What follows belongs to an exercise in optimizing a design on an open flow for small area and a short achievable clock period; a production flow would make more cautious choices. Function was checked by simulation only, so behaviour that the tests miss may differ from the original.

==> flow/design.v, too long to show whole: its modules and the start of the top module <==
// module ntt_fa: 10 lines
// module ntt_ha: 9 lines
// module ntt_block_radix2_pipelined: 2346 lines
module ntt_block_radix2_pipelined (
    input  logic         clk,
    input  logic         reset,
    input  logic         data_valid_in,
    input  logic         iNTT_mode,
    input  logic [127:0] Data_in,
    output logic [127:0] Data_out,
    output logic         data_valid_out,
    output logic         mode_out
);
  // ...
==> flow/flow/run.sh <==
#!/bin/bash
# Standard ORFS layout with the standard synthesis; only placement/CTS options differ.
set -o pipefail
bash standard.sh  "BUFFER_PORTS_ARGS=-buffer_cell sky130_fd_sc_hd__buf_2" "CTS_CLUSTER_SIZE=30" "CTS_CLUSTER_DIAMETER=150" finish > standard.log 2>&1
==> flow/standard.sh <==
#!/bin/bash
# synth_recipe.tcl (not shown) runs the flow's synth.tcl, then flattens the netlist and writes it again
# the make line also repeats each setting of config.mk as NAME=value (left out here)
make -C /OpenROAD-flow-scripts/flow DESIGN_CONFIG=/design/flow/config.mk WORK_HOME=/design/flow/orfs CLKGATE_MAP_FILE= SYNTH_SCRIPT=/design/flow/synth_recipe.tcl "${@:-finish}"
==> flow/config.mk <==
export PLATFORM = sky130hd
export DESIGN_NAME = ntt_block_radix2_pipelined
export DESIGN_NICKNAME = ntt_block_radix2_pipelined
export VERILOG_FILES = /design/flow/design.v
export SDC_FILE = /design/flow/constraint.sdc
export NUM_CORES = 4
export LEC_CHECK = 0
export CAP_MARGIN = 20
export CORE_MARGIN = 2
export CORE_UTILIZATION = 45
export SLEW_MARGIN = 20
export SYNTH_HIERARCHICAL = 1
export SYNTH_MINIMUM_KEEP_SIZE = 0
==> flow/constraint.sdc <==
create_clock -name core_clock -period 65.0 [get_ports {clk}]
set_input_delay 13.0000 -clock core_clock [delete_from_list [all_inputs] [get_ports {clk}]]
set_output_delay 13.0000 -clock core_clock [all_outputs]
set_load 0.01 [all_outputs]
==> impl_metrics.ini, run 1 <==
[grt]
busiest_layer = met2
grt.total_usage = 0.2133
gr-usage-met1 = 0.2826
met3_usage = 0.03411

[floorplan]
dieHeight_um = 262.7
initial_utilization = 0.4564
core_area_um2 = 65980

[route]
dr_wl_met2_um = 35220
firstDrtPassIters = 5
wl_per_cell_um = 22.28

[finish]
largest_reg_flops = 4
n_antenna_cell = 0
n_fill_cell = 5737
inv_count = 322
mostFrequentLayoutCells = fa_1 (641), dfxtp_1 (532), inv_1 (322)

[timing]
setup_violations = 0
finalHoldWorstSlack_ps = 358.5
hold_violations = 0

[setup_path]
max_stage_delay_ps = 370
cp.arrival_ps = 1100
crit_fanout = 1

[logic_synthesis]
yosys-top-cells-count = fa_1 (641), dfxtp_1 (533), inv_1 (322)
ys_warn_count = 7
synth_cells = 2135
yosys.area_share.simple = 0.02792
yosys-top-cells-area = fa_1 (43%), dfxtp_1 (35%), ha_1 (7.7%)

[placement]
dp.cells = 3129
hpwl_um = 60140
gp_congestion = 0.9459
place_ws_ps = 51540

[clock_tree]
cts.hold.buffers_added = 0

[status]
outcome = timing/DRC/antenna clean
==> inputs of run 2 (changes only) <==
==> flow/flow/run.sh (replaced) <==
#!/bin/bash
# Standard ORFS layout with the standard synthesis; only placement/CTS options differ.
set -o pipefail
bash standard.sh  "BUFFER_PORTS_ARGS=-buffer_cell sky130_fd_sc_hd__buf_2" "CTS_CLUSTER_SIZE=24" "CTS_CLUSTER_DIAMETER=120" finish > standard.log 2>&1
==> impl_metrics.ini, run 2 <==
[setup_path]
critPathCaptureType = primary output
max_stage_delay_ps = 360
slowest_stage = dfrtp_1
cp_cell_sequence = buf_2
crit_type = flip-flop to primary output
cp.required_ps = 52000
cp.arrival_ps = 1110
crit_path_start_kind = flip-flop
worstPathBufferInverterCount = 1
crit_fanout = 1
cpLargestDelayFamily = flip-flops

[clock_tree]
cts_htree_levels = 1
root_buffer = clkbuf_16
ctsResizeCount = 0
cts_tree = yes
cts_max_path_buffers = 3
cts.hold.buffers_added = 0
post-cts-setup-buffers = 0
clk_latency_ps = 630
cts_buffers = 27
path_clk_slew_ps = 90
numClockSinks = 537

[logic_synthesis]
yosysTopAreaCellShare = 0.4261
yosys.area.top_type = fa_1
yosys-top-cells-area = fa_1 (43%), dfxtp_1 (35%), ha_1 (7.7%)
ys_warn_count = 7
avgSynthCellArea_um2 = 14.11
synth.most_common_cell = fa_1
yosys.cell_types.count = 59
yosysSeqAreaShare = 0.3576
syn_nets = 3094
yosys-top-cells-count = fa_1 (641), dfxtp_1 (533), inv_1 (322)
synth_edf_count = 0
synth-seq-cells = 537
synth_cells = 2135
synthArstFlopShare = 0.007449
syn_area_um2 = 30120
ys.flop_type = dfxtp_1

[timing]
setup_violations = 0
setup_tns_ps = 0
fin_crit_ps = 14110
worst_slack_ps = 50890
finalHoldWorstSlack_ps = 354.0
hold_violations = 0
worstMarginPinSlew_ps = 1016
finalCritPeriodShare = 0.2171
max_freq_mhz = 70.86
max_slew_margin = 0.3230
slew_violations = 0
rsz0062_at_grt = no
fin_worst_skew_ps = 31.40

[route]
drc = 0
wl_per_cell_um = 22.37
wl_um = 70750
routed-via-count = 15022
ant_nets = 0
viasPerCell = 4.749
firstDrtPassIters = 5
drt_first_iter_violations = 635

[finish]
max_flop_register = valid_pipe
final_util = 0.4902
mostFrequentLayoutCells = fa_1 (641), dfxtp_1 (532), inv_1 (322)
drive_above_1_share = 0.1366
final_nets = 3253
areaGrowthSynthToFinish_pct = 7.391
layout_commonest_cell = fa_1
largest_reg_flops = 4

[grt]
grt_max_degree = 35
grt.total_usage = 0.2141
grt_pass1_wl_um = 107800
antenna_found_initial = 1
use_met2 = 0.3692
busiest_layer = met2
overflow = 0
met3_usage = 0.03430
gr-usage-met1 = 0.2820
grt_pass1_vias = 17651

[floorplan]
io_pins = 262
die_width_um = 262.7
dieArea_um2 = 69010
initial_utilization = 0.4564
dieHeight_um = 262.7
rows = 94
core_area_um2 = 65980

[job]
maxCapViolCount = 0

[placement]
hpwl_um = 60140
port_buffers = 261
place_ws_ps = 51540
gp_congestion = 0.9459

[status]
outcome = timing/DRC/antenna clean

[min_path]
hold_class = flip-flop to flip-flop
==> run 2: cell counts after synthesis <==
Identical to the previous run, type by type.
==> run 2: path summary, 6_finish.rpt <==
check,from,to,slack (ps),depth (start not counted)
max,valid_pipe[3]$_DFF_PP0_,data_valid_out,50890,1
min,valid_pipe[0]$_DFF_PP0_,valid_pipe[1]$_DFF_PP0_,350,0
min reg2reg,valid_pipe[0]$_DFF_PP0_,valid_pipe[1]$_DFF_PP0_,350,0
max in group asynchronous,reset,valid_pipe[2]$_DFF_PP0_,52610,2
min in group asynchronous,reset,valid_pipe[0]$_DFF_PP0_,12240,2
max reg2reg,q365$_DFF_P_,q501$_DFF_P_,51580,33
==> run 2: worst register-to-register path: cells and delay by family (launching register included) <==
kind / cells / cell delay [ps]
buffers and inverters: 1 / 80
AND/OR/NAND/NOR: 1 / 150
flip-flops: 1 / 540
adder cells (fa/ha/maj): 31 / 12500
==> run 2: metal layers <==
metal / share of wire / routed length, µm / vias to the layer above
met2: 0.50 / 35430 / 346
met4: 0.027 / 1884 / 0
met3: 0.050 / 3530 / 86
li1: - / - / 6653
met5: 0 / 0 / -
met1: 0.42 / 29910 / 7937
==> run 2: cell type report <==
class	count	area, µm²
fill	5728	33640
multi-input combinational	1136	17130
sequential	537	10770
timing repair buffer	270	1374
inverter	322	1209
tap	864	1081
clock buffer	28	679.4
clock inverter	5	97.59
antenna	1	2.502
==> run 2: kinds of logic after synthesis <==
logic type | after synthesis | synth area share
simple gates | 162 | 0.02792
xor+xnor | 64 | 0.01861
flops | 537 | 0.3576
compound gates | 83 | 0.01849
fa+ha+maj | 827 | 0.5034
buf+inv | 462 | 0.07395
==> run 2: per-module statistics from Yosys (local to each module, per instance) <==
module                      area (µm²)  flip-flops and latches  copies in the design
ntt_fa                           20.02                       0                   636
ntt_block_radix2_pipelined       17380                     537                     1
==> run 2: stage by stage <==
| stage | cell area, µm² | std cells |
|---|---|---|
| after floorplan | 30120 | 2135 |
| after global placement | 31560 | 3129 |
| after detailed placement | 31560 | 3129 |
| after CTS | 32330 | 3162 |
| after global routing | 32340 | 3162 |
| final | 32340 | 3163 |

==> afterwards: timing with drivers on the ports <==
How much do the figures lean on ideal ports? The routed layouts below were timed once more, with nothing changed but the port constraints. Step 1 sets driving cells, clkbuf_16 on the clock port and buf_2 on the other inputs (assumed; they add their load-dependent delay and slew). Step 2 times the ports against the registers' clock, not the clock port: input delays grow and output delays shrink by t, the midpoint of the rising clock arrivals with the driver on. a / b / c = ideal / step 1 / step 2; a / b = the first two.
run | t (ns) | setup WS [ns] | worst setup path at the end
run 1 | 0.651 | 50.900 / 50.841 / 51.491 | register to output
run 2 | 0.678 | 50.887 / 50.828 / 51.506 | register to output
After both steps setup and hold are still met in every run listed.
